Context: an optimization exercise on an open-source flow, tuned for small area, a short achievable clock period and few clock cycles per item. The choices shown serve that exercise and are no tape-out recipe.
At most, simulation tests tie the RTL to the original design; equivalence was not proved.

v31:
// ntt_16point
module ntt_16point(
    input wire clk,
    input wire rst,
    input wire start,
    input wire [111:0] data_in,
    output reg done,
    output wire [6:0] result_0,
    output wire [6:0] result_1,
    output wire [6:0] result_2,
    output wire [6:0] result_3,
    output wire [6:0] result_4,
    output wire [6:0] result_5,
    output wire [6:0] result_6,
    output wire [6:0] result_7,
    output wire [6:0] result_8,
    output wire [6:0] result_9,
    output wire [6:0] result_10,
    output wire [6:0] result_11,
    output wire [6:0] result_12,
    output wire [6:0] result_13,
    output wire [6:0] result_14,
    output wire [6:0] result_15
);
  wire n1, n2, n3, n4, n5, n6, n7, n8, n9, n10, n11, n12, n13, n14, n15, n16, n17, n18, n19, n20;
  wire n21, n22, n23, n24, n25, n26, n27, n28, i29, i30, i31, i32, i33, i34, i35, n36, n37, n38, n39, n40;
  wire n41, n42, n43, n44, n45, n46, n47, n48, n49, i50, i51, i52, i53, i54, i55, i56, n57, n58, n59, n60;
  wire n61, n62, n63, n64, n65, n66, n67, n68, n69, n70, n71, n72, n73, n74, n75, n76, n77, n78, n79, n80;
  wire n81, n82, n83, n84, n85, n86, i87, i88, i89, i90, i91, i92, i93, i94, n95, n96, n97, n98, n99, n100;
  ...
export LEC_CHECK = 0
export CAP_MARGIN = 20
export CORE_MARGIN = 2
export CORE_UTILIZATION = 40
export SLEW_MARGIN = 20
export SYNTH_HIERARCHICAL = 1
create_clock -name core_clock -period 16.0 [get_ports {clk}]
standard.sh (not shown) runs the stock make flow with config.mk's settings and CLKGATE_MAP_FILE= SYNTH_SCRIPT=/design/flow/synth_recipe.tcl, a recipe that flattens the netlist after the stock synthesis.
==> flow/flow/run.sh <==
#!/bin/bash
set -euo pipefail
export BUFFER_PORTS_ARGS="-buffer_cell sky130_fd_sc_hd__buf_2"
bash standard.sh > flow_make.log 2>&1
Testbench counts of v31, summed over its fixed seeds: cycles 512, transforms 512.
Setup changes, v31 to v39
Settings: PLACE_DENSITY now 0.75, previously not set; CORE_UTILIZATION now 65, was 40.
==> flow/run.sh (new file) <==
#!/bin/bash
# synth_recipe.tcl (not shown) runs the flow's synth.tcl, then flattens the netlist and writes it again
# the make line also repeats each setting of config.mk as NAME=value (left out here)
make -C /OpenROAD-flow-scripts/flow DESIGN_CONFIG=/design/flow/config.mk WORK_HOME=/design/flow/orfs CLKGATE_MAP_FILE= SYNTH_SCRIPT=/design/flow/synth_recipe.tcl finish
removed: flow/flow/run.sh
removed: flow/standard.sh
==> comparison <==
Sort v39 and v31 by post-route cell area desc -> top: v39. Against v31, v39 comes in about 50% higher on first-iteration DRC count. v31 → v39: via count climbed about 2%.
[inputs] v13 vs v39
Settings: swapping 65 for 40 in CORE_UTILIZATION; clearing PLACE_DENSITY, which used to be 0.75.
==> summary.txt <==
Changes observed in v13 relative to v39: cell count after placement rose 366, mean number of vias per cell went down 12%, initial antenna violation count grew by 1. Summary of v13 over v39: area overhead of the layout relative to synthesis saw an increase, total length of routed wires went up by 9.1%.
#### Input delta (v46 over v13)
==> flow/flow/run.sh (new file) <==
#!/bin/bash
set -euo pipefail
export BUFFER_PORTS_ARGS="-buffer_cell sky130_fd_sc_hd__buf_1"
bash standard.sh > flow_make.log 2>&1
==> flow/standard.sh (new file) <==
#!/bin/bash
# synth_recipe.tcl (not shown) runs the flow's synth.tcl, then flattens the netlist and writes it again
# the make line also repeats each setting of config.mk as NAME=value (left out here)
make -C /OpenROAD-flow-scripts/flow DESIGN_CONFIG=/design/flow/config.mk WORK_HOME=/design/flow/orfs CLKGATE_MAP_FILE= SYNTH_SCRIPT=/design/flow/synth_recipe.tcl "${@:-finish}"
removed: flow/run.sh
## What came out
Summary of v46 over v13: wire length of the first global-routing pass lower; final standard cell area without fillers lower. Routed wire length on met3 on v46 is up relative to v13.
### v46 -> v19
Settings: PLACE_DENSITY newly set to 0.75; SETUP_SLACK_MARGIN newly set to 5; CORE_UTILIZATION changed from 40 to 65.
==> flow/run.sh (new file) <==
#!/bin/bash
# synth_recipe.tcl (not shown) runs the flow's synth.tcl, then flattens the netlist and writes it again
# the make line also repeats each setting of config.mk as NAME=value (left out here)
make -C /OpenROAD-flow-scripts/flow DESIGN_CONFIG=/design/flow/config.mk WORK_HOME=/design/flow/orfs CLKGATE_MAP_FILE= SYNTH_SCRIPT=/design/flow/synth_recipe.tcl finish
removed: flow/flow/run.sh
removed: flow/standard.sh
## What came out
- v19: first-pass GRT wire length 0.62% below v46
- Clock-buffer cell count in v19 is 1 higher than in v46
- v19 reports its commonest non-fill, non-tap cell in the layout as inv_1 while v46 reports fa_1.
- Delta(count of fill cells added during filler insertion, v19 - v46) < 0
- Looking at total detailed-routing wirelength across both flows, v19 is the stronger of the two, with v46 trailing.

========
Another version of the RTL of ntt_16point (not shown whole).
For scale: ~2900 cells after synthesis, roughly 140 flip-flops, about 230 I/O pins, ~0.032 sq mm of cells after synthesis.
// ntt_16point
module ntt_16point(
    input wire clk,
    input wire rst,
    input wire start,
    input wire [111:0] data_in,
    output reg done,
    output wire [6:0] result_0,
    output wire [6:0] result_1,
    output wire [6:0] result_2,
    output wire [6:0] result_3,
    output wire [6:0] result_4,
    output wire [6:0] result_5,
    output wire [6:0] result_6,
    output wire [6:0] result_7,
    output wire [6:0] result_8,
    output wire [6:0] result_9,
    output wire [6:0] result_10,
    output wire [6:0] result_11,
    output wire [6:0] result_12,
    output wire [6:0] result_13,
    output wire [6:0] result_14,
    output wire [6:0] result_15
);
==> flow/config.mk <==
export PLATFORM = sky130hd
export DESIGN_NAME = ntt_16point
export DESIGN_NICKNAME = ntt_16point
export VERILOG_FILES = /design/flow/design.v
export SDC_FILE = /design/flow/constraint.sdc
export NUM_CORES = 4
export LEC_CHECK = 0
export CAP_MARGIN = 20
export CORE_MARGIN = 2
export CORE_UTILIZATION = 40
export SLEW_MARGIN = 20
export SYNTH_HIERARCHICAL = 1
==> flow/constraint.sdc <==
create_clock -name core_clock -period 16.0 [get_ports {clk}]
set_input_delay 3.2000 -clock core_clock [delete_from_list [all_inputs] [get_ports {clk}]]
set_output_delay 3.2000 -clock core_clock [all_outputs]
set_load 0.01 [all_outputs]
run.sh (not shown) runs the stock make flow with config.mk's settings and CLKGATE_MAP_FILE= SYNTH_SCRIPT=/design/flow/synth_recipe.tcl, a recipe that flattens the netlist after the stock synthesis.
Stock flow here: none of the scripts above is used.
The starting point produced a clean layout.
Rerun with:
--- a/flow/config.mk
+++ b/flow/config.mk
@@ -9,4 +9,5 @@
 export CORE_MARGIN = 2
 export CORE_UTILIZATION = 40
+export SETUP_SLACK_MARGIN = 5
 export SLEW_MARGIN = 20
 export SYNTH_HIERARCHICAL = 1
Clock skew is unchanged; synthesized cell count does not change; clock-buffer cell count stays the same; sequential share of layout area falls by 1.4 points; setup slack improved by 1.6 ns.
No functional check of the RTL was part of any run of this note.

========
Another version of the RTL of ntt_16point (not shown whole).
For scale: ~2600 cells after synthesis.
export LEC_CHECK = 0
export CAP_MARGIN = 20
export CORE_MARGIN = 2
export CORE_UTILIZATION = 40
export SETUP_SLACK_MARGIN = 3
export SLEW_MARGIN = 20
export SYNTH_HIERARCHICAL = 1
create_clock -name core_clock -period 16.0 [get_ports {clk}]
Testbench counts at the start, summed over its fixed seeds: cycles 512, transforms 512.
==> next run, changes <==
Settings changed: SETUP_SLACK_MARGIN 3 to not set.
Hold slack stays flat.
Synthesized area stays the same.
Cell area falls by a few percent.
Global-route usage barely changes.
Count of clock-buffer cells in the layout does not change.
Clock skew does not change.
Via count decreases by a few percent.
Register-to-register slack is about the same.

========
Setup of before:
ntt_16point, a different RTL version from the one above (not shown whole).
Size: about 2000 cells after synthesis, ~160 flip-flops, roughly 230 I/O pins, roughly 0.027 mm^2 of cells after synthesis.
Settings: LEC_CHECK=0, CAP_MARGIN=20, CORE_MARGIN=2, CORE_UTILIZATION=40, SETUP_SLACK_MARGIN=5, SLEW_MARGIN=20, SYNTH_HIERARCHICAL=1; clock period 16.0 ns.
standard.sh (not shown) runs the stock make flow with config.mk's settings and CLKGATE_MAP_FILE= SYNTH_SCRIPT=/design/flow/synth_recipe.tcl, a recipe that flattens the netlist after the stock synthesis.
==> flow/flow/run.sh <==
#!/bin/bash
set -euo pipefail
export BUFFER_PORTS_ARGS="-buffer_cell sky130_fd_sc_hd__buf_1"
bash standard.sh > flow_make.log 2>&1
Testbench counts of before, summed over its fixed seeds: cycles 512, transforms 512.
diff inputs: before => after
- SETUP_SLACK_MARGIN no longer set, was 5
### Flow results
after -> before: inverter count delta 0, exact match. Going from before to after, core occupancy in the finished layout was more or less identical, data required time of the critical path was more or less identical, maximum number of pins on one net before global-route repair was more or less identical, slew of the pin with the lowest slew margin was more or less identical. Re final standard cell count with taps included and fillers excluded: no difference whatsoever between before and after.

[re-timing with driven ports]
The results above use ideal ports. As a check the final layouts listed here were re-extracted and re-timed, cells and wires unchanged. Step 1 sets driving cells, clkbuf_16 on the clock port and buf_2 on the other inputs (assumed; they add their load-dependent delay and slew). Step 2 adds t to the input delays and takes it off the output delays; t is the mean of the earliest and latest rising clock arrival at the registers after step 1. Input paths then give back, and output paths get back, about the clock's delay inside the block. a / b / c = ideal / step 1 / step 2; a / b = the first two.
run	t, ns	setup WS [ns]	pins driven straight from the clock port
v31	0.476	4.665 / 4.607 / 5.083	1
v39	0.478	4.314 / 4.264 / 4.742	1
v13	0.487	4.308 / 4.249 / 4.736	1
v46	0.480	4.685 / 4.629 / 5.109	1
v19	0.477	4.869 / 4.818 / 5.090	1
the first run of note 2	0.474	2.428 / 2.376 / 2.850	1
the second run of note 2	0.480	4.059 / 4.004 / 4.484	1
the first run of note 3	0.475	3.282 / 3.228 / 3.704	1
the second run of note 3	0.476	2.773 / 2.720 / 3.196	1
before	0.506	6.190 / 6.206 / 5.700	1
after	0.506	6.190 / 6.206 / 5.700	1
After both steps every run listed still meets setup and hold.
